What follows belongs to an exercise in optimizing a design on an open flow for small area and a short achievable clock period; a production flow would make more cautious choices. No functional check of the RTL was part of this run. Power is estimated from default activity; no workload was simulated.

<file path="flow/config.mk">
export PLATFORM = sky130hd
export DESIGN_NAME = DSP
export DESIGN_NICKNAME = DSP
export VERILOG_FILES = /design/flow/design.v
export SDC_FILE = /design/flow/constraint.sdc
export NUM_CORES = 4
export LEC_CHECK = 0
export CAP_MARGIN = 20
export CORE_MARGIN = 2
export CORE_UTILIZATION = 40
export SLEW_MARGIN = 20
export SYNTH_HIERARCHICAL = 1
export SYNTH_MINIMUM_KEEP_SIZE = 0
</file>
<file path="flow/constraint.sdc">
create_clock -name core_clock -period 7.0 [get_ports {clk}]
set_input_delay 1.4000 -clock core_clock [delete_from_list [all_inputs] [get_ports {clk}]]
set_output_delay 1.4000 -clock core_clock [all_outputs]
set_load 0.01 [all_outputs]
</file>
<file path="flow/design.v">
module fa (input a, input b, input c, output s, output co);
    assign s  = a ^ b ^ c;
    assign co = (a & b) | (a & c) | (b & c);
endmodule
module ha (input a, input b, output s, output co);
    assign s  = a ^ b;
    assign co = a & b;
endmodule
module DSP (a,b,c,d,clk,rst_n,p);
    parameter OPERATION = "ADD" ;
    input [17:0] a,b,d;
    input [47:0] c;
    input clk,rst_n;
    output reg [47:0] p;
    reg [17:0] a1, s1;
    reg [35:0] csx, csy;
    reg [35:0] prod;
    reg [47:0] c0;
    wire [323:0] pp;
    genvar gi, gj;
    generate for (gi = 0; gi < 18; gi = gi + 1) begin : g_i
        for (gj = 0; gj < 18; gj = gj + 1) begin : g_j
            assign pp[gi*18+gj] = a1[gi] & s1[gj];
        end
    end endgenerate
    wire fs1, fc1;
    wire fs2, fc2;
    wire fs3, fc3;
    wire fs4, fc4;
    wire fs5, fc5;
    wire fs6, fc6;
    wire fs7, fc7;
    wire fs8, fc8;
    wire fs9, fc9;
    wire fs10, fc10;
    wire fs11, fc11;
    wire fs12, fc12;
    wire fs13, fc13;
    wire fs14, fc14;
    wire fs15, fc15;
    wire fs16, fc16;
    wire fs17, fc17;
    wire fs18, fc18;
    wire fs19, fc19;
    wire fs20, fc20;
    wire fs21, fc21;
    wire fs22, fc22;
    wire fs23, fc23;
    wire fs24, fc24;
    wire fs25, fc25;
    wire fs26, fc26;
    wire fs27, fc27;
    wire fs28, fc28;
    wire fs29, fc29;
    wire fs30, fc30;
    wire fs31, fc31;
    wire fs32, fc32;
    wire fs33, fc33;
    wire fs34, fc34;
    wire fs35, fc35;
    wire fs36, fc36;
    wire fs37, fc37;
    wire fs38, fc38;
    wire fs39, fc39;
    wire fs40, fc40;
    wire fs41, fc41;
    wire fs42, fc42;
    wire fs43, fc43;
    wire fs44, fc44;
    wire fs45, fc45;
    wire fs46, fc46;
    wire fs47, fc47;
    wire fs48, fc48;
    wire fs49, fc49;
    wire fs50, fc50;
    wire fs51, fc51;
    wire fs52, fc52;
    wire fs53, fc53;
    wire fs54, fc54;
    wire fs55, fc55;
    wire fs56, fc56;
    wire fs57, fc57;
    wire fs58, fc58;
    wire fs59, fc59;
    wire fs60, fc60;
    wire fs61, fc61;
    wire fs62, fc62;
    wire fs63, fc63;
    wire fs64, fc64;
    wire fs65, fc65;
    wire fs66, fc66;
    wire fs67, fc67;
    wire fs68, fc68;
    wire fs69, fc69;
    wire fs70, fc70;
    wire fs71, fc71;
    wire fs72, fc72;
    wire fs73, fc73;
    wire fs74, fc74;
    wire fs75, fc75;
    wire fs76, fc76;
    wire fs77, fc77;
    wire fs78, fc78;
    wire fs79, fc79;
    wire fs80, fc80;
    wire fs81, fc81;
    wire fs82, fc82;
    wire fs83, fc83;
    wire fs84, fc84;
    wire fs85, fc85;
    wire fs86, fc86;
    wire fs87, fc87;
    wire fs88, fc88;
    wire fs89, fc89;
    wire fs90, fc90;
    wire fs91, fc91;
    wire fs92, fc92;
    wire fs93, fc93;
    wire fs94, fc94;
    wire fs95, fc95;
    wire fs96, fc96;
    wire fs97, fc97;
    wire fs98, fc98;
    wire fs99, fc99;
    wire fs100, fc100;
    wire fs101, fc101;
    wire fs102, fc102;
    wire fs103, fc103;
    wire fs104, fc104;
    wire fs105, fc105;
    wire fs106, fc106;
    wire fs107, fc107;
    wire fs108, fc108;
    wire fs109, fc109;
    wire fs110, fc110;
    wire fs111, fc111;
    wire fs112, fc112;
    wire fs113, fc113;
    wire fs114, fc114;
    wire fs115, fc115;
    wire fs116, fc116;
    wire fs117, fc117;
    wire fs118, fc118;
    wire fs119, fc119;
    wire fs120, fc120;
    wire fs121, fc121;
    wire fs122, fc122;
    wire fs123, fc123;
    wire fs124, fc124;
    wire fs125, fc125;
    wire fs126, fc126;
    wire fs127, fc127;
    wire fs128, fc128;
    wire fs129, fc129;
    wire fs130, fc130;
    wire fs131, fc131;
    wire fs132, fc132;
    wire fs133, fc133;
    wire fs134, fc134;
    wire fs135, fc135;
    wire fs136, fc136;
    wire fs137, fc137;
    wire fs138, fc138;
    wire fs139, fc139;
    wire fs140, fc140;
    wire fs141, fc141;
    wire fs142, fc142;
    wire fs143, fc143;
    wire fs144, fc144;
    wire fs145, fc145;
    wire fs146, fc146;
    wire fs147, fc147;
    wire fs148, fc148;
    wire fs149, fc149;
    wire fs150, fc150;
    wire fs151, fc151;
    wire fs152, fc152;
    wire fs153, fc153;
    wire fs154, fc154;
    wire fs155, fc155;
    wire fs156, fc156;
    wire fs157, fc157;
    wire fs158, fc158;
    wire fs159, fc159;
    wire fs160, fc160;
    wire fs161, fc161;
    wire fs162, fc162;
    wire fs163, fc163;
    wire fs164, fc164;
    wire fs165, fc165;
    wire fs166, fc166;
    wire fs167, fc167;
    wire fs168, fc168;
    wire fs169, fc169;
    wire fs170, fc170;
    wire fs171, fc171;
    wire fs172, fc172;
    wire fs173, fc173;
    wire fs174, fc174;
    wire fs175, fc175;
    wire fs176, fc176;
    wire fs177, fc177;
    wire fs178, fc178;
    wire fs179, fc179;
    wire fs180, fc180;
    wire fs181, fc181;
    wire fs182, fc182;
    wire fs183, fc183;
    wire fs184, fc184;
    wire fs185, fc185;
    wire fs186, fc186;
    wire fs187, fc187;
    wire fs188, fc188;
    wire fs189, fc189;
    wire fs190, fc190;
    wire fs191, fc191;
    wire fs192, fc192;
    wire fs193, fc193;
    wire fs194, fc194;
    wire fs195, fc195;
    wire fs196, fc196;
    wire fs197, fc197;
    wire fs198, fc198;
    wire fs199, fc199;
    wire fs200, fc200;
    wire fs201, fc201;
    wire fs202, fc202;
    wire fs203, fc203;
    wire fs204, fc204;
    wire fs205, fc205;
    wire fs206, fc206;
    wire fs207, fc207;
    wire fs208, fc208;
    wire fs209, fc209;
    wire fs210, fc210;
    wire fs211, fc211;
    wire fs212, fc212;
    wire fs213, fc213;
    wire fs214, fc214;
    wire fs215, fc215;
    wire fs216, fc216;
    wire fs217, fc217;
    wire fs218, fc218;
    wire fs219, fc219;
    wire fs220, fc220;
    wire fs221, fc221;
    wire fs222, fc222;
    wire fs223, fc223;
    wire fs224, fc224;
    wire fs225, fc225;
    wire fs226, fc226;
    wire fs227, fc227;
    wire fs228, fc228;
    wire fs229, fc229;
    wire fs230, fc230;
    wire fs231, fc231;
    wire fs232, fc232;
    wire fs233, fc233;
    wire fs234, fc234;
    wire fs235, fc235;
    wire fs236, fc236;
    wire fs237, fc237;
    wire fs238, fc238;
    wire fs239, fc239;
    wire fs240, fc240;
    wire fs241, fc241;
    wire fs242, fc242;
    wire fs243, fc243;
    wire fs244, fc244;
    wire fs245, fc245;
    wire fs246, fc246;
    wire fs247, fc247;
    wire fs248, fc248;
    wire fs249, fc249;
    wire fs250, fc250;
    wire fs251, fc251;
    wire fs252, fc252;
    wire fs253, fc253;
    wire fs254, fc254;
    wire fs255, fc255;
    wire hs1, hc1;
    wire hs2, hc2;
    wire hs3, hc3;
    wire hs4, hc4;
    wire hs5, hc5;
    wire hs6, hc6;
    wire hs7, hc7;
    wire hs8, hc8;
    wire hs9, hc9;
    wire hs10, hc10;
    wire hs11, hc11;
    wire hs12, hc12;
    wire hs13, hc13;
    wire hs14, hc14;
    wire hs15, hc15;
    wire hs16, hc16;
    wire hs17, hc17;
    ha u_ha1 (.a(pp[13]), .b(pp[30]), .s(hs1), .co(hc1));
    fa u_fa1 (.a(pp[14]), .b(pp[31]), .c(pp[48]), .s(fs1), .co(fc1));
    ha u_ha2 (.a(pp[65]), .b(pp[82]), .s(hs2), .co(hc2));
    fa u_fa2 (.a(pp[15]), .b(pp[32]), .c(pp[49]), .s(fs2), .co(fc2));
    fa u_fa3 (.a(pp[66]), .b(pp[83]), .c(pp[100]), .s(fs3), .co(fc3));
    ha u_ha3 (.a(pp[117]), .b(pp[134]), .s(hs3), .co(hc3));
    fa u_fa4 (.a(pp[16]), .b(pp[33]), .c(pp[50]), .s(fs4), .co(fc4));
    fa u_fa5 (.a(pp[67]), .b(pp[84]), .c(pp[101]), .s(fs5), .co(fc5));
    fa u_fa6 (.a(pp[118]), .b(pp[135]), .c(pp[152]), .s(fs6), .co(fc6));
    ha u_ha4 (.a(pp[169]), .b(pp[186]), .s(hs4), .co(hc4));
    fa u_fa7 (.a(pp[17]), .b(pp[34]), .c(pp[51]), .s(fs7), .co(fc7));
    fa u_fa8 (.a(pp[68]), .b(pp[85]), .c(pp[102]), .s(fs8), .co(fc8));
    fa u_fa9 (.a(pp[119]), .b(pp[136]), .c(pp[153]), .s(fs9), .co(fc9));
    fa u_fa10 (.a(pp[170]), .b(pp[187]), .c(pp[204]), .s(fs10), .co(fc10));
    ha u_ha5 (.a(pp[221]), .b(pp[238]), .s(hs5), .co(hc5));
    fa u_fa11 (.a(pp[35]), .b(pp[52]), .c(pp[69]), .s(fs11), .co(fc11));
    fa u_fa12 (.a(pp[86]), .b(pp[103]), .c(pp[120]), .s(fs12), .co(fc12));
    fa u_fa13 (.a(pp[137]), .b(pp[154]), .c(pp[171]), .s(fs13), .co(fc13));
    fa u_fa14 (.a(pp[188]), .b(pp[205]), .c(pp[222]), .s(fs14), .co(fc14));
    ha u_ha6 (.a(pp[239]), .b(pp[256]), .s(hs6), .co(hc6));
    fa u_fa15 (.a(pp[53]), .b(pp[70]), .c(pp[87]), .s(fs15), .co(fc15));
    fa u_fa16 (.a(pp[104]), .b(pp[121]), .c(pp[138]), .s(fs16), .co(fc16));
    fa u_fa17 (.a(pp[155]), .b(pp[172]), .c(pp[189]), .s(fs17), .co(fc17));
    fa u_fa18 (.a(pp[206]), .b(pp[223]), .c(pp[240]), .s(fs18), .co(fc18));
    fa u_fa19 (.a(pp[71]), .b(pp[88]), .c(pp[105]), .s(fs19), .co(fc19));
    fa u_fa20 (.a(pp[122]), .b(pp[139]), .c(pp[156]), .s(fs20), .co(fc20));
    fa u_fa21 (.a(pp[173]), .b(pp[190]), .c(pp[207]), .s(fs21), .co(fc21));
    fa u_fa22 (.a(pp[89]), .b(pp[106]), .c(pp[123]), .s(fs22), .co(fc22));
    fa u_fa23 (.a(pp[140]), .b(pp[157]), .c(pp[174]), .s(fs23), .co(fc23));
    fa u_fa24 (.a(pp[107]), .b(pp[124]), .c(pp[141]), .s(fs24), .co(fc24));
    ha u_ha7 (.a(pp[9]), .b(pp[26]), .s(hs7), .co(hc7));
    fa u_fa25 (.a(pp[10]), .b(pp[27]), .c(pp[44]), .s(fs25), .co(fc25));
    ha u_ha8 (.a(pp[61]), .b(pp[78]), .s(hs8), .co(hc8));
    fa u_fa26 (.a(pp[11]), .b(pp[28]), .c(pp[45]), .s(fs26), .co(fc26));
    fa u_fa27 (.a(pp[62]), .b(pp[79]), .c(pp[96]), .s(fs27), .co(fc27));
    ha u_ha9 (.a(pp[113]), .b(pp[130]), .s(hs9), .co(hc9));
    fa u_fa28 (.a(pp[12]), .b(pp[29]), .c(pp[46]), .s(fs28), .co(fc28));
    fa u_fa29 (.a(pp[63]), .b(pp[80]), .c(pp[97]), .s(fs29), .co(fc29));
    fa u_fa30 (.a(pp[114]), .b(pp[131]), .c(pp[148]), .s(fs30), .co(fc30));
    ha u_ha10 (.a(pp[165]), .b(pp[182]), .s(hs10), .co(hc10));
    fa u_fa31 (.a(pp[47]), .b(pp[64]), .c(pp[81]), .s(fs31), .co(fc31));
    fa u_fa32 (.a(pp[98]), .b(pp[115]), .c(pp[132]), .s(fs32), .co(fc32));
    fa u_fa33 (.a(pp[149]), .b(pp[166]), .c(pp[183]), .s(fs33), .co(fc33));
    fa u_fa34 (.a(pp[200]), .b(pp[217]), .c(pp[234]), .s(fs34), .co(fc34));
    fa u_fa35 (.a(pp[99]), .b(pp[116]), .c(pp[133]), .s(fs35), .co(fc35));
    fa u_fa36 (.a(pp[150]), .b(pp[167]), .c(pp[184]), .s(fs36), .co(fc36));
    fa u_fa37 (.a(pp[201]), .b(pp[218]), .c(pp[235]), .s(fs37), .co(fc37));
    fa u_fa38 (.a(pp[252]), .b(hc1), .c(fs1), .s(fs38), .co(fc38));
    fa u_fa39 (.a(pp[151]), .b(pp[168]), .c(pp[185]), .s(fs39), .co(fc39));
    fa u_fa40 (.a(pp[202]), .b(pp[219]), .c(pp[236]), .s(fs40), .co(fc40));
    fa u_fa41 (.a(pp[253]), .b(pp[270]), .c(fc1), .s(fs41), .co(fc41));
    fa u_fa42 (.a(hc2), .b(fs2), .c(fs3), .s(fs42), .co(fc42));
    fa u_fa43 (.a(pp[203]), .b(pp[220]), .c(pp[237]), .s(fs43), .co(fc43));
    fa u_fa44 (.a(pp[254]), .b(pp[271]), .c(pp[288]), .s(fs44), .co(fc44));
    fa u_fa45 (.a(fc2), .b(fc3), .c(hc3), .s(fs45), .co(fc45));
    fa u_fa46 (.a(fs4), .b(fs5), .c(fs6), .s(fs46), .co(fc46));
    fa u_fa47 (.a(pp[255]), .b(pp[272]), .c(pp[289]), .s(fs47), .co(fc47));
    fa u_fa48 (.a(pp[306]), .b(fc4), .c(fc5), .s(fs48), .co(fc48));
    fa u_fa49 (.a(fc6), .b(hc4), .c(fs7), .s(fs49), .co(fc49));
    fa u_fa50 (.a(fs8), .b(fs9), .c(fs10), .s(fs50), .co(fc50));
    fa u_fa51 (.a(pp[273]), .b(pp[290]), .c(pp[307]), .s(fs51), .co(fc51));
    fa u_fa52 (.a(fc7), .b(fc8), .c(fc9), .s(fs52), .co(fc52));
    fa u_fa53 (.a(fc10), .b(hc5), .c(fs11), .s(fs53), .co(fc53));
    fa u_fa54 (.a(fs12), .b(fs13), .c(fs14), .s(fs54), .co(fc54));
    fa u_fa55 (.a(pp[257]), .b(pp[274]), .c(pp[291]), .s(fs55), .co(fc55));
    fa u_fa56 (.a(pp[308]), .b(fc11), .c(fc12), .s(fs56), .co(fc56));
    fa u_fa57 (.a(fc13), .b(fc14), .c(hc6), .s(fs57), .co(fc57));
    fa u_fa58 (.a(fs15), .b(fs16), .c(fs17), .s(fs58), .co(fc58));
    fa u_fa59 (.a(pp[224]), .b(pp[241]), .c(pp[258]), .s(fs59), .co(fc59));
    fa u_fa60 (.a(pp[275]), .b(pp[292]), .c(pp[309]), .s(fs60), .co(fc60));
    fa u_fa61 (.a(fc15), .b(fc16), .c(fc17), .s(fs61), .co(fc61));
    fa u_fa62 (.a(fc18), .b(fs19), .c(fs20), .s(fs62), .co(fc62));
    fa u_fa63 (.a(pp[191]), .b(pp[208]), .c(pp[225]), .s(fs63), .co(fc63));
    fa u_fa64 (.a(pp[242]), .b(pp[259]), .c(pp[276]), .s(fs64), .co(fc64));
    fa u_fa65 (.a(pp[293]), .b(pp[310]), .c(fc19), .s(fs65), .co(fc65));
    fa u_fa66 (.a(fc20), .b(fc21), .c(fs22), .s(fs66), .co(fc66));
    fa u_fa67 (.a(pp[158]), .b(pp[175]), .c(pp[192]), .s(fs67), .co(fc67));
    fa u_fa68 (.a(pp[209]), .b(pp[226]), .c(pp[243]), .s(fs68), .co(fc68));
    fa u_fa69 (.a(pp[260]), .b(pp[277]), .c(pp[294]), .s(fs69), .co(fc69));
    fa u_fa70 (.a(pp[311]), .b(fc22), .c(fc23), .s(fs70), .co(fc70));
    fa u_fa71 (.a(pp[125]), .b(pp[142]), .c(pp[159]), .s(fs71), .co(fc71));
    fa u_fa72 (.a(pp[176]), .b(pp[193]), .c(pp[210]), .s(fs72), .co(fc72));
    fa u_fa73 (.a(pp[227]), .b(pp[244]), .c(pp[261]), .s(fs73), .co(fc73));
    fa u_fa74 (.a(pp[278]), .b(pp[295]), .c(pp[312]), .s(fs74), .co(fc74));
    fa u_fa75 (.a(pp[143]), .b(pp[160]), .c(pp[177]), .s(fs75), .co(fc75));
    fa u_fa76 (.a(pp[194]), .b(pp[211]), .c(pp[228]), .s(fs76), .co(fc76));
    fa u_fa77 (.a(pp[245]), .b(pp[262]), .c(pp[279]), .s(fs77), .co(fc77));
    fa u_fa78 (.a(pp[161]), .b(pp[178]), .c(pp[195]), .s(fs78), .co(fc78));
    fa u_fa79 (.a(pp[212]), .b(pp[229]), .c(pp[246]), .s(fs79), .co(fc79));
    fa u_fa80 (.a(pp[179]), .b(pp[196]), .c(pp[213]), .s(fs80), .co(fc80));
    ha u_ha11 (.a(pp[6]), .b(pp[23]), .s(hs11), .co(hc11));
    fa u_fa81 (.a(pp[7]), .b(pp[24]), .c(pp[41]), .s(fs81), .co(fc81));
    ha u_ha12 (.a(pp[58]), .b(pp[75]), .s(hs12), .co(hc12));
    fa u_fa82 (.a(pp[8]), .b(pp[25]), .c(pp[42]), .s(fs82), .co(fc82));
    fa u_fa83 (.a(pp[59]), .b(pp[76]), .c(pp[93]), .s(fs83), .co(fc83));
    ha u_ha13 (.a(pp[110]), .b(pp[127]), .s(hs13), .co(hc13));
    fa u_fa84 (.a(pp[43]), .b(pp[60]), .c(pp[77]), .s(fs84), .co(fc84));
    fa u_fa85 (.a(pp[94]), .b(pp[111]), .c(pp[128]), .s(fs85), .co(fc85));
    fa u_fa86 (.a(pp[145]), .b(pp[162]), .c(hs7), .s(fs86), .co(fc86));
    fa u_fa87 (.a(pp[95]), .b(pp[112]), .c(pp[129]), .s(fs87), .co(fc87));
    fa u_fa88 (.a(pp[146]), .b(pp[163]), .c(pp[180]), .s(fs88), .co(fc88));
    fa u_fa89 (.a(hc7), .b(fs25), .c(hs8), .s(fs89), .co(fc89));
    fa u_fa90 (.a(pp[147]), .b(pp[164]), .c(pp[181]), .s(fs90), .co(fc90));
    fa u_fa91 (.a(pp[198]), .b(fc25), .c(hc8), .s(fs91), .co(fc91));
    fa u_fa92 (.a(fs26), .b(fs27), .c(hs9), .s(fs92), .co(fc92));
    fa u_fa93 (.a(pp[199]), .b(pp[216]), .c(fc26), .s(fs93), .co(fc93));
    fa u_fa94 (.a(fc27), .b(hc9), .c(fs28), .s(fs94), .co(fc94));
    fa u_fa95 (.a(fs29), .b(fs30), .c(hs10), .s(fs95), .co(fc95));
    fa u_fa96 (.a(hs1), .b(fc28), .c(fc29), .s(fs96), .co(fc96));
    fa u_fa97 (.a(fc30), .b(hc10), .c(fs31), .s(fs97), .co(fc97));
    fa u_fa98 (.a(fs32), .b(fs33), .c(fs34), .s(fs98), .co(fc98));
    fa u_fa99 (.a(hs2), .b(fc31), .c(fc32), .s(fs99), .co(fc99));
    fa u_fa100 (.a(fc33), .b(fc34), .c(fs35), .s(fs100), .co(fc100));
    fa u_fa101 (.a(fs36), .b(fs37), .c(fs38), .s(fs101), .co(fc101));
    fa u_fa102 (.a(hs3), .b(fc35), .c(fc36), .s(fs102), .co(fc102));
    fa u_fa103 (.a(fc37), .b(fc38), .c(fs39), .s(fs103), .co(fc103));
    fa u_fa104 (.a(fs40), .b(fs41), .c(fs42), .s(fs104), .co(fc104));
    fa u_fa105 (.a(hs4), .b(fc39), .c(fc40), .s(fs105), .co(fc105));
    fa u_fa106 (.a(fc41), .b(fc42), .c(fs43), .s(fs106), .co(fc106));
    fa u_fa107 (.a(fs44), .b(fs45), .c(fs46), .s(fs107), .co(fc107));
    fa u_fa108 (.a(hs5), .b(fc43), .c(fc44), .s(fs108), .co(fc108));
    fa u_fa109 (.a(fc45), .b(fc46), .c(fs47), .s(fs109), .co(fc109));
    fa u_fa110 (.a(fs48), .b(fs49), .c(fs50), .s(fs110), .co(fc110));
    fa u_fa111 (.a(hs6), .b(fc47), .c(fc48), .s(fs111), .co(fc111));
    fa u_fa112 (.a(fc49), .b(fc50), .c(fs51), .s(fs112), .co(fc112));
    fa u_fa113 (.a(fs52), .b(fs53), .c(fs54), .s(fs113), .co(fc113));
    fa u_fa114 (.a(fs18), .b(fc51), .c(fc52), .s(fs114), .co(fc114));
    fa u_fa115 (.a(fc53), .b(fc54), .c(fs55), .s(fs115), .co(fc115));
    fa u_fa116 (.a(fs56), .b(fs57), .c(fs58), .s(fs116), .co(fc116));
    fa u_fa117 (.a(fs21), .b(fc55), .c(fc56), .s(fs117), .co(fc117));
    fa u_fa118 (.a(fc57), .b(fc58), .c(fs59), .s(fs118), .co(fc118));
    fa u_fa119 (.a(fs60), .b(fs61), .c(fs62), .s(fs119), .co(fc119));
    fa u_fa120 (.a(fs23), .b(fc59), .c(fc60), .s(fs120), .co(fc120));
    fa u_fa121 (.a(fc61), .b(fc62), .c(fs63), .s(fs121), .co(fc121));
    fa u_fa122 (.a(fs64), .b(fs65), .c(fs66), .s(fs122), .co(fc122));
    fa u_fa123 (.a(fs24), .b(fc63), .c(fc64), .s(fs123), .co(fc123));
    fa u_fa124 (.a(fc65), .b(fc66), .c(fs67), .s(fs124), .co(fc124));
    fa u_fa125 (.a(fs68), .b(fs69), .c(fs70), .s(fs125), .co(fc125));
    fa u_fa126 (.a(fc24), .b(fc67), .c(fc68), .s(fs126), .co(fc126));
    fa u_fa127 (.a(fc69), .b(fc70), .c(fs71), .s(fs127), .co(fc127));
    fa u_fa128 (.a(fs72), .b(fs73), .c(fs74), .s(fs128), .co(fc128));
    fa u_fa129 (.a(pp[296]), .b(pp[313]), .c(fc71), .s(fs129), .co(fc129));
    fa u_fa130 (.a(fc72), .b(fc73), .c(fc74), .s(fs130), .co(fc130));
    fa u_fa131 (.a(fs75), .b(fs76), .c(fs77), .s(fs131), .co(fc131));
    fa u_fa132 (.a(pp[263]), .b(pp[280]), .c(pp[297]), .s(fs132), .co(fc132));
    fa u_fa133 (.a(pp[314]), .b(fc75), .c(fc76), .s(fs133), .co(fc133));
    fa u_fa134 (.a(fc77), .b(fs78), .c(fs79), .s(fs134), .co(fc134));
    fa u_fa135 (.a(pp[230]), .b(pp[247]), .c(pp[264]), .s(fs135), .co(fc135));
    fa u_fa136 (.a(pp[281]), .b(pp[298]), .c(pp[315]), .s(fs136), .co(fc136));
    fa u_fa137 (.a(fc78), .b(fc79), .c(fs80), .s(fs137), .co(fc137));
    fa u_fa138 (.a(pp[197]), .b(pp[214]), .c(pp[231]), .s(fs138), .co(fc138));
    fa u_fa139 (.a(pp[248]), .b(pp[265]), .c(pp[282]), .s(fs139), .co(fc139));
    fa u_fa140 (.a(pp[299]), .b(pp[316]), .c(fc80), .s(fs140), .co(fc140));
    fa u_fa141 (.a(pp[215]), .b(pp[232]), .c(pp[249]), .s(fs141), .co(fc141));
    fa u_fa142 (.a(pp[266]), .b(pp[283]), .c(pp[300]), .s(fs142), .co(fc142));
    fa u_fa143 (.a(pp[233]), .b(pp[250]), .c(pp[267]), .s(fs143), .co(fc143));
    ha u_ha14 (.a(pp[4]), .b(pp[21]), .s(hs14), .co(hc14));
    fa u_fa144 (.a(pp[5]), .b(pp[22]), .c(pp[39]), .s(fs144), .co(fc144));
    ha u_ha15 (.a(pp[56]), .b(pp[73]), .s(hs15), .co(hc15));
    fa u_fa145 (.a(pp[40]), .b(pp[57]), .c(pp[74]), .s(fs145), .co(fc145));
    fa u_fa146 (.a(pp[91]), .b(pp[108]), .c(hs11), .s(fs146), .co(fc146));
    fa u_fa147 (.a(pp[92]), .b(pp[109]), .c(pp[126]), .s(fs147), .co(fc147));
    fa u_fa148 (.a(hc11), .b(fs81), .c(hs12), .s(fs148), .co(fc148));
    fa u_fa149 (.a(pp[144]), .b(fc81), .c(hc12), .s(fs149), .co(fc149));
    fa u_fa150 (.a(fs82), .b(fs83), .c(hs13), .s(fs150), .co(fc150));
    fa u_fa151 (.a(fc82), .b(fc83), .c(hc13), .s(fs151), .co(fc151));
    fa u_fa152 (.a(fs84), .b(fs85), .c(fs86), .s(fs152), .co(fc152));
    fa u_fa153 (.a(fc84), .b(fc85), .c(fc86), .s(fs153), .co(fc153));
    fa u_fa154 (.a(fs87), .b(fs88), .c(fs89), .s(fs154), .co(fc154));
    fa u_fa155 (.a(fc87), .b(fc88), .c(fc89), .s(fs155), .co(fc155));
    fa u_fa156 (.a(fs90), .b(fs91), .c(fs92), .s(fs156), .co(fc156));
    fa u_fa157 (.a(fc90), .b(fc91), .c(fc92), .s(fs157), .co(fc157));
    fa u_fa158 (.a(fs93), .b(fs94), .c(fs95), .s(fs158), .co(fc158));
    fa u_fa159 (.a(fc93), .b(fc94), .c(fc95), .s(fs159), .co(fc159));
    fa u_fa160 (.a(fs96), .b(fs97), .c(fs98), .s(fs160), .co(fc160));
    fa u_fa161 (.a(fc96), .b(fc97), .c(fc98), .s(fs161), .co(fc161));
    fa u_fa162 (.a(fs99), .b(fs100), .c(fs101), .s(fs162), .co(fc162));
    fa u_fa163 (.a(fc99), .b(fc100), .c(fc101), .s(fs163), .co(fc163));
    fa u_fa164 (.a(fs102), .b(fs103), .c(fs104), .s(fs164), .co(fc164));
    fa u_fa165 (.a(fc102), .b(fc103), .c(fc104), .s(fs165), .co(fc165));
    fa u_fa166 (.a(fs105), .b(fs106), .c(fs107), .s(fs166), .co(fc166));
    fa u_fa167 (.a(fc105), .b(fc106), .c(fc107), .s(fs167), .co(fc167));
    fa u_fa168 (.a(fs108), .b(fs109), .c(fs110), .s(fs168), .co(fc168));
    fa u_fa169 (.a(fc108), .b(fc109), .c(fc110), .s(fs169), .co(fc169));
    fa u_fa170 (.a(fs111), .b(fs112), .c(fs113), .s(fs170), .co(fc170));
    fa u_fa171 (.a(fc111), .b(fc112), .c(fc113), .s(fs171), .co(fc171));
    fa u_fa172 (.a(fs114), .b(fs115), .c(fs116), .s(fs172), .co(fc172));
    fa u_fa173 (.a(fc114), .b(fc115), .c(fc116), .s(fs173), .co(fc173));
    fa u_fa174 (.a(fs117), .b(fs118), .c(fs119), .s(fs174), .co(fc174));
    fa u_fa175 (.a(fc117), .b(fc118), .c(fc119), .s(fs175), .co(fc175));
    fa u_fa176 (.a(fs120), .b(fs121), .c(fs122), .s(fs176), .co(fc176));
    fa u_fa177 (.a(fc120), .b(fc121), .c(fc122), .s(fs177), .co(fc177));
    fa u_fa178 (.a(fs123), .b(fs124), .c(fs125), .s(fs178), .co(fc178));
    fa u_fa179 (.a(fc123), .b(fc124), .c(fc125), .s(fs179), .co(fc179));
    fa u_fa180 (.a(fs126), .b(fs127), .c(fs128), .s(fs180), .co(fc180));
    fa u_fa181 (.a(fc126), .b(fc127), .c(fc128), .s(fs181), .co(fc181));
    fa u_fa182 (.a(fs129), .b(fs130), .c(fs131), .s(fs182), .co(fc182));
    fa u_fa183 (.a(fc129), .b(fc130), .c(fc131), .s(fs183), .co(fc183));
    fa u_fa184 (.a(fs132), .b(fs133), .c(fs134), .s(fs184), .co(fc184));
    fa u_fa185 (.a(fc132), .b(fc133), .c(fc134), .s(fs185), .co(fc185));
    fa u_fa186 (.a(fs135), .b(fs136), .c(fs137), .s(fs186), .co(fc186));
    fa u_fa187 (.a(fc135), .b(fc136), .c(fc137), .s(fs187), .co(fc187));
    fa u_fa188 (.a(fs138), .b(fs139), .c(fs140), .s(fs188), .co(fc188));
    fa u_fa189 (.a(pp[317]), .b(fc138), .c(fc139), .s(fs189), .co(fc189));
    fa u_fa190 (.a(fc140), .b(fs141), .c(fs142), .s(fs190), .co(fc190));
    fa u_fa191 (.a(pp[284]), .b(pp[301]), .c(pp[318]), .s(fs191), .co(fc191));
    fa u_fa192 (.a(fc141), .b(fc142), .c(fs143), .s(fs192), .co(fc192));
    fa u_fa193 (.a(pp[251]), .b(pp[268]), .c(pp[285]), .s(fs193), .co(fc193));
    fa u_fa194 (.a(pp[302]), .b(pp[319]), .c(fc143), .s(fs194), .co(fc194));
    fa u_fa195 (.a(pp[269]), .b(pp[286]), .c(pp[303]), .s(fs195), .co(fc195));
    ha u_ha16 (.a(pp[3]), .b(pp[20]), .s(hs16), .co(hc16));
    fa u_fa196 (.a(pp[38]), .b(pp[55]), .c(pp[72]), .s(fs196), .co(fc196));
    fa u_fa197 (.a(pp[90]), .b(hc14), .c(fs144), .s(fs197), .co(fc197));
    fa u_fa198 (.a(fc144), .b(hc15), .c(fs145), .s(fs198), .co(fc198));
    fa u_fa199 (.a(fc145), .b(fc146), .c(fs147), .s(fs199), .co(fc199));
    fa u_fa200 (.a(fc147), .b(fc148), .c(fs149), .s(fs200), .co(fc200));
    fa u_fa201 (.a(fc149), .b(fc150), .c(fs151), .s(fs201), .co(fc201));
    fa u_fa202 (.a(fc151), .b(fc152), .c(fs153), .s(fs202), .co(fc202));
    fa u_fa203 (.a(fc153), .b(fc154), .c(fs155), .s(fs203), .co(fc203));
    fa u_fa204 (.a(fc155), .b(fc156), .c(fs157), .s(fs204), .co(fc204));
    fa u_fa205 (.a(fc157), .b(fc158), .c(fs159), .s(fs205), .co(fc205));
    fa u_fa206 (.a(fc159), .b(fc160), .c(fs161), .s(fs206), .co(fc206));
    fa u_fa207 (.a(fc161), .b(fc162), .c(fs163), .s(fs207), .co(fc207));
    fa u_fa208 (.a(fc163), .b(fc164), .c(fs165), .s(fs208), .co(fc208));
    fa u_fa209 (.a(fc165), .b(fc166), .c(fs167), .s(fs209), .co(fc209));
    fa u_fa210 (.a(fc167), .b(fc168), .c(fs169), .s(fs210), .co(fc210));
    fa u_fa211 (.a(fc169), .b(fc170), .c(fs171), .s(fs211), .co(fc211));
    fa u_fa212 (.a(fc171), .b(fc172), .c(fs173), .s(fs212), .co(fc212));
    fa u_fa213 (.a(fc173), .b(fc174), .c(fs175), .s(fs213), .co(fc213));
    fa u_fa214 (.a(fc175), .b(fc176), .c(fs177), .s(fs214), .co(fc214));
    fa u_fa215 (.a(fc177), .b(fc178), .c(fs179), .s(fs215), .co(fc215));
    fa u_fa216 (.a(fc179), .b(fc180), .c(fs181), .s(fs216), .co(fc216));
    fa u_fa217 (.a(fc181), .b(fc182), .c(fs183), .s(fs217), .co(fc217));
    fa u_fa218 (.a(fc183), .b(fc184), .c(fs185), .s(fs218), .co(fc218));
    fa u_fa219 (.a(fc185), .b(fc186), .c(fs187), .s(fs219), .co(fc219));
    fa u_fa220 (.a(fc187), .b(fc188), .c(fs189), .s(fs220), .co(fc220));
    fa u_fa221 (.a(fc189), .b(fc190), .c(fs191), .s(fs221), .co(fc221));
    fa u_fa222 (.a(fc191), .b(fc192), .c(fs193), .s(fs222), .co(fc222));
    fa u_fa223 (.a(pp[320]), .b(fc193), .c(fc194), .s(fs223), .co(fc223));
    fa u_fa224 (.a(pp[287]), .b(pp[304]), .c(pp[321]), .s(fs224), .co(fc224));
    ha u_ha17 (.a(pp[2]), .b(pp[19]), .s(hs17), .co(hc17));
    fa u_fa225 (.a(pp[37]), .b(pp[54]), .c(hs16), .s(fs225), .co(fc225));
    fa u_fa226 (.a(hs14), .b(hc16), .c(fs196), .s(fs226), .co(fc226));
    fa u_fa227 (.a(hs15), .b(fc196), .c(fs197), .s(fs227), .co(fc227));
    fa u_fa228 (.a(fs146), .b(fc197), .c(fs198), .s(fs228), .co(fc228));
    fa u_fa229 (.a(fs148), .b(fc198), .c(fs199), .s(fs229), .co(fc229));
    fa u_fa230 (.a(fs150), .b(fc199), .c(fs200), .s(fs230), .co(fc230));
    fa u_fa231 (.a(fs152), .b(fc200), .c(fs201), .s(fs231), .co(fc231));
    fa u_fa232 (.a(fs154), .b(fc201), .c(fs202), .s(fs232), .co(fc232));
    fa u_fa233 (.a(fs156), .b(fc202), .c(fs203), .s(fs233), .co(fc233));
    fa u_fa234 (.a(fs158), .b(fc203), .c(fs204), .s(fs234), .co(fc234));
    fa u_fa235 (.a(fs160), .b(fc204), .c(fs205), .s(fs235), .co(fc235));
    fa u_fa236 (.a(fs162), .b(fc205), .c(fs206), .s(fs236), .co(fc236));
    fa u_fa237 (.a(fs164), .b(fc206), .c(fs207), .s(fs237), .co(fc237));
    fa u_fa238 (.a(fs166), .b(fc207), .c(fs208), .s(fs238), .co(fc238));
    fa u_fa239 (.a(fs168), .b(fc208), .c(fs209), .s(fs239), .co(fc239));
    fa u_fa240 (.a(fs170), .b(fc209), .c(fs210), .s(fs240), .co(fc240));
    fa u_fa241 (.a(fs172), .b(fc210), .c(fs211), .s(fs241), .co(fc241));
    fa u_fa242 (.a(fs174), .b(fc211), .c(fs212), .s(fs242), .co(fc242));
    fa u_fa243 (.a(fs176), .b(fc212), .c(fs213), .s(fs243), .co(fc243));
    fa u_fa244 (.a(fs178), .b(fc213), .c(fs214), .s(fs244), .co(fc244));
    fa u_fa245 (.a(fs180), .b(fc214), .c(fs215), .s(fs245), .co(fc245));
    fa u_fa246 (.a(fs182), .b(fc215), .c(fs216), .s(fs246), .co(fc246));
    fa u_fa247 (.a(fs184), .b(fc216), .c(fs217), .s(fs247), .co(fc247));
    fa u_fa248 (.a(fs186), .b(fc217), .c(fs218), .s(fs248), .co(fc248));
    fa u_fa249 (.a(fs188), .b(fc218), .c(fs219), .s(fs249), .co(fc249));
    fa u_fa250 (.a(fs190), .b(fc219), .c(fs220), .s(fs250), .co(fc250));
    fa u_fa251 (.a(fs192), .b(fc220), .c(fs221), .s(fs251), .co(fc251));
    fa u_fa252 (.a(fs194), .b(fc221), .c(fs222), .s(fs252), .co(fc252));
    fa u_fa253 (.a(fs195), .b(fc222), .c(fs223), .s(fs253), .co(fc253));
    fa u_fa254 (.a(fc195), .b(fc223), .c(fs224), .s(fs254), .co(fc254));
    fa u_fa255 (.a(pp[305]), .b(pp[322]), .c(fc224), .s(fs255), .co(fc255));
    wire [35:0] tx = {1'b0, pp[323], fc254, fc253, fc252, fc251, fc250, fc249, fc248, fc247, fc246, fc245, fc244, fc243, fc242, fc241, fc240, fc239, fc238, fc237, fc236, fc235, fc234, fc233, fc232, fc231, fc230, fc229, fc228, fc227, fc226, fc225, hc17, pp[36], pp[1], pp[0]};
    wire [35:0] ty = {1'b0, fc255, fs255, fs254, fs253, fs252, fs251, fs250, fs249, fs248, fs247, fs246, fs245, fs244, fs243, fs242, fs241, fs240, fs239, fs238, fs237, fs236, fs235, fs234, fs233, fs232, fs231, fs230, fs229, fs228, fs227, fs226, fs225, hs17, pp[18], 1'b0};
    always @(posedge clk or negedge rst_n) begin
        if (!rst_n) begin
            a1 <= 0; s1 <= 0; csx <= 0; csy <= 0; prod <= 0; c0 <= 0; p <= 0;
        end else begin
            a1 <= a;
            s1 <= b + d;
            csx <= tx;
            csy <= ty;
            prod <= csx + csy;
            c0 <= c;
            p <= c0 + {12'd0, prod};
        end
    end
endmodule
</file>
<file path="flow/run.sh">
#!/bin/bash
# synth_recipe.tcl (not shown) runs the flow's synth.tcl, then flattens the netlist and writes it again
# the make line also repeats each setting of config.mk as NAME=value (left out here)
make -C /OpenROAD-flow-scripts/flow DESIGN_CONFIG=/design/flow/config.mk WORK_HOME=/design/flow/orfs CLKGATE_MAP_FILE= SYNTH_SCRIPT=/design/flow/synth_recipe.tcl finish
</file>
==> run summary <==
per-module statistics from Yosys (local to each module, per instance):
module / cells inside / times used
DSP: 1226 / 1
ha: 1 / 17
fa: 1 / 255
final cells by class:
cell class | count | share of cell area [%]
clock buffer | 43 | 4.01
inverter | 23 | 0.413
multi-input combinational | 1183 | 56.0
sequential | 237 | 28.3
timing repair buffer | 152 | 7.34
clock inverter | 9 | 0.311
tap | 592 | 3.54
Yosys cell counts, types with 3 or more instances:
library cell and n:
dfrtp_1 237, a31o_2 3, a211oi_1 11, a31oi_1 9, nor2b_1 8, buf_4 6, nor3_1 6, o2111ai_1 5
o31a_1 3, a21oi_1 66, nand2_1 45, nand3_1 17, and2_1 330, clkbuf_1 42, xnor2_1 52, clkbuf_2 3
a221oi_1 3, nor2_1 56, inv_1 23, or3_1 3, o21ai_0 37, a21o_1 43, o211a_1 3, o21a_1 13
ha_1 104, and3_1 9, fa_1 258, o211ai_1 4, nand4_1 9, o21bai_1 7, xor2_1 34
registers in the layout, indices dropped and copies added, names as in the netlist:
signal,flops
c0,48
p,48
prod,36
csx,35
csy,34
a1,18
s1,18
power by group:
group,internal [mW],switching (mW),leakage [nW],total [mW]
clock network,0.826,0.573,0.440,1.40
registers,1.95,0.320,2.80,2.27
logic,2.87,3.24,6.13,6.12
final timing paths:
| kind | end | startpoint | cells past startpoint |
|---|---|---|---|
| hold reg to reg | prod[0] | csx[0] | 0 |
| setup reg to reg | csy[20] | s1[16] | 7 |
| setup / recovery | csy[20] | s1[16] | 7 |
| min in group asynchronous | a1[3] | rst_n | 1 |
| max in group asynchronous | p[42] | rst_n | 2 |
| hold / removal | prod[0] | csx[0] | 0 |
per-layer routing:
layer | global-route usage [%] | share of wire [%]
met3 | 3.78 | 5.7
met2 | 31.3 | 47
met5 | 0 | 0
met4 | 5.96 | 3.0
met1 | 25.2 | 45
critical path: cells and delay by family (launching register included):
kind / cells / cell delay [ns]
DFF: 1 / 0.84
adders and majority gates: 6 / 2.87
and+or+nand+nor: 1 / 0.25
cells by family (layout without fill, tap and decap cells):
family                   count (synthesis)  in the layout  synth area share [%]
AO/OA/AOI/OAI                          237            237                  9.15
XOR/XNOR                                86             86                  4.19
AND/OR/NAND/NOR                        497            497                  15.8
buffers and inverters                   78            227                  1.87
adder cells (fa/ha/maj)                362            362                  35.9
flip-flops                             237            237                  33.0
multiplexers                             1              1                0.0626
==> flow_summary.toml <==
[outcome]
status = "no timing/DRC/antenna violations"

[detailed_routing]
antenna_left = 0
dr.pass1.iters = 5
drt_iter0_markers = 740
vias = 11400
wl_um = 42800
drc = 0
viasPerCell = 5.11
wire_per_inst_um = 19.1

[global_route]
antenna_found_initial = 1
grt_overflow = 0
grt_pass1_wl_um = 69800
grt_pass1_vias = 12900
grt_max_degree = 135
grt_use_total_pct = 19.0

[layout]
post-route-util_pct = 47.2
stdcell_count = 2239
fill_cells = 4012
final_cell_mix = "and2_1 (330), fa_1 (258), dfrtp_1 (237), clkdlybuf4s50_1 (150), ha_1 (104)"
multiInputGateArea_um2 = 11700
seqCellArea_um2 = 5930
area_growth_pct = 16.3
diodes = 0
stdcell_area_um2 = 20900
nNetsFinal = 2092
layout_commonest_cell = "and2_1"
drive_above_1_share_pct = 4.31

[synth]
async_flop_share_pct = 100
synth_edf_count = 0
synth_area_um2 = 18000
synth_top_area_share_pct = 33.0
synth.ff_latch_count = 237
ys_warn_count = 7
syn_nets = 1964
synthFlopType = "dfrtp_1"
synth-seq-area-share_pct = 33.0
ys_types = 68
ys_top_cells_by_area = "dfrtp_1 (33%), fa_1 (29%), and2_1 (11%)"
avgSynthCellArea_um2 = 12.0
syn_inst = 1498
synth_top_cell_by_area = "dfrtp_1"

[cts]
path_clk_slew_ns = 0.06
clk-insertion-delay-late_ns = 0.56
clockRootBuffer = "clkbuf_16"
clockBufferDepth = 3
cts_made_buffers = 29
cts_resized = 0
post_cts_buffers = 0
ctsHtreeMaxLevel = 1
postCtsHoldBufs = 0
cts_tree = "built"
clkSinkCount = 237

[placement]
dp_hpwl_um = 30500
dp_slack_ns = 2.52
placed_cells = 2187
port_buffers = 151
gp_congestion = 0.864
dpl_cell_area_um2 = 20000

[sta]
fin_ws_ns = 2.92
clock_skew_ns = 0.0171
rsz0062_at_grt = "false"
setup_viol = 0
finalCritPeriodShare_pct = 58.4
finalHoldWorstSlack_ns = 0.353
relSlewSlack_pct = 42.0
worst_pin_slew_ns = 0.870
timing.fmax_mhz = 245
tns_ns = 0
layout_min_cycle_time_ns = 4.08
hold_viol = 0
maxSlewViolCount = 0

[floorplanning]
fp.coreArea_um2 = 44300
core.rowCount = 77
die_h_um = 216
die-width_um = 216
die_area_um2 = 46700
start_util_pct = 40.6
ios = 152

[setup_path]
path_class = "reg2reg"
start_kind = "register"
cp_max_fo = 18
worstPathRequired_ns = 7.44
cpMaxStageDelayCell = "dfrtp_1"
arrival_ns = 4.52
path_common_cell = "fa_1"
crit_chain = "and2_1 > fa_1 > fa_1 > fa_1 > fa_1 > fa_1 > fa_1"
slowest_delay_ns = 0.84
r2r_slack_ns = 2.92
end_kind = "register"

[power]
p_per_area_nw_per_um2 = 468
peakVddDrop_uv = 228
power.total_mw = 9.78
p_leak_nw = 9.37

[job]
cap_viol_max_count = 0

[hold_path]
hold_path.class = "reg2reg"

what the ideal ports hide:
How much do the figures lean on ideal ports? The routed layout below was timed once more, with nothing changed but the port constraints.
Step 1 assumes that a clkbuf_16 drives the clock port and a buf_2 every other input.
Step 2 adds t to the input delays and takes it off the output delays; t is the mean of the earliest and latest rising clock arrival at the registers after step 1. Input paths then give back, and output paths get back, about the clock's delay inside the block.
Slacks: ideal ports / drivers / drivers and shift; pairs: ideal ports / drivers.
t (ns): 0.599
setup WS [ns]: 2.915 / 2.915 / 2.496
latest minus earliest clock arrival (ns): 0.019 / 0.018
worst slew at a driven data input, ns: 0.06
After both steps setup and hold are still met in this run. The setup slack of this run moves by 0.000 ns with the drivers and by -0.419 ns with both steps.
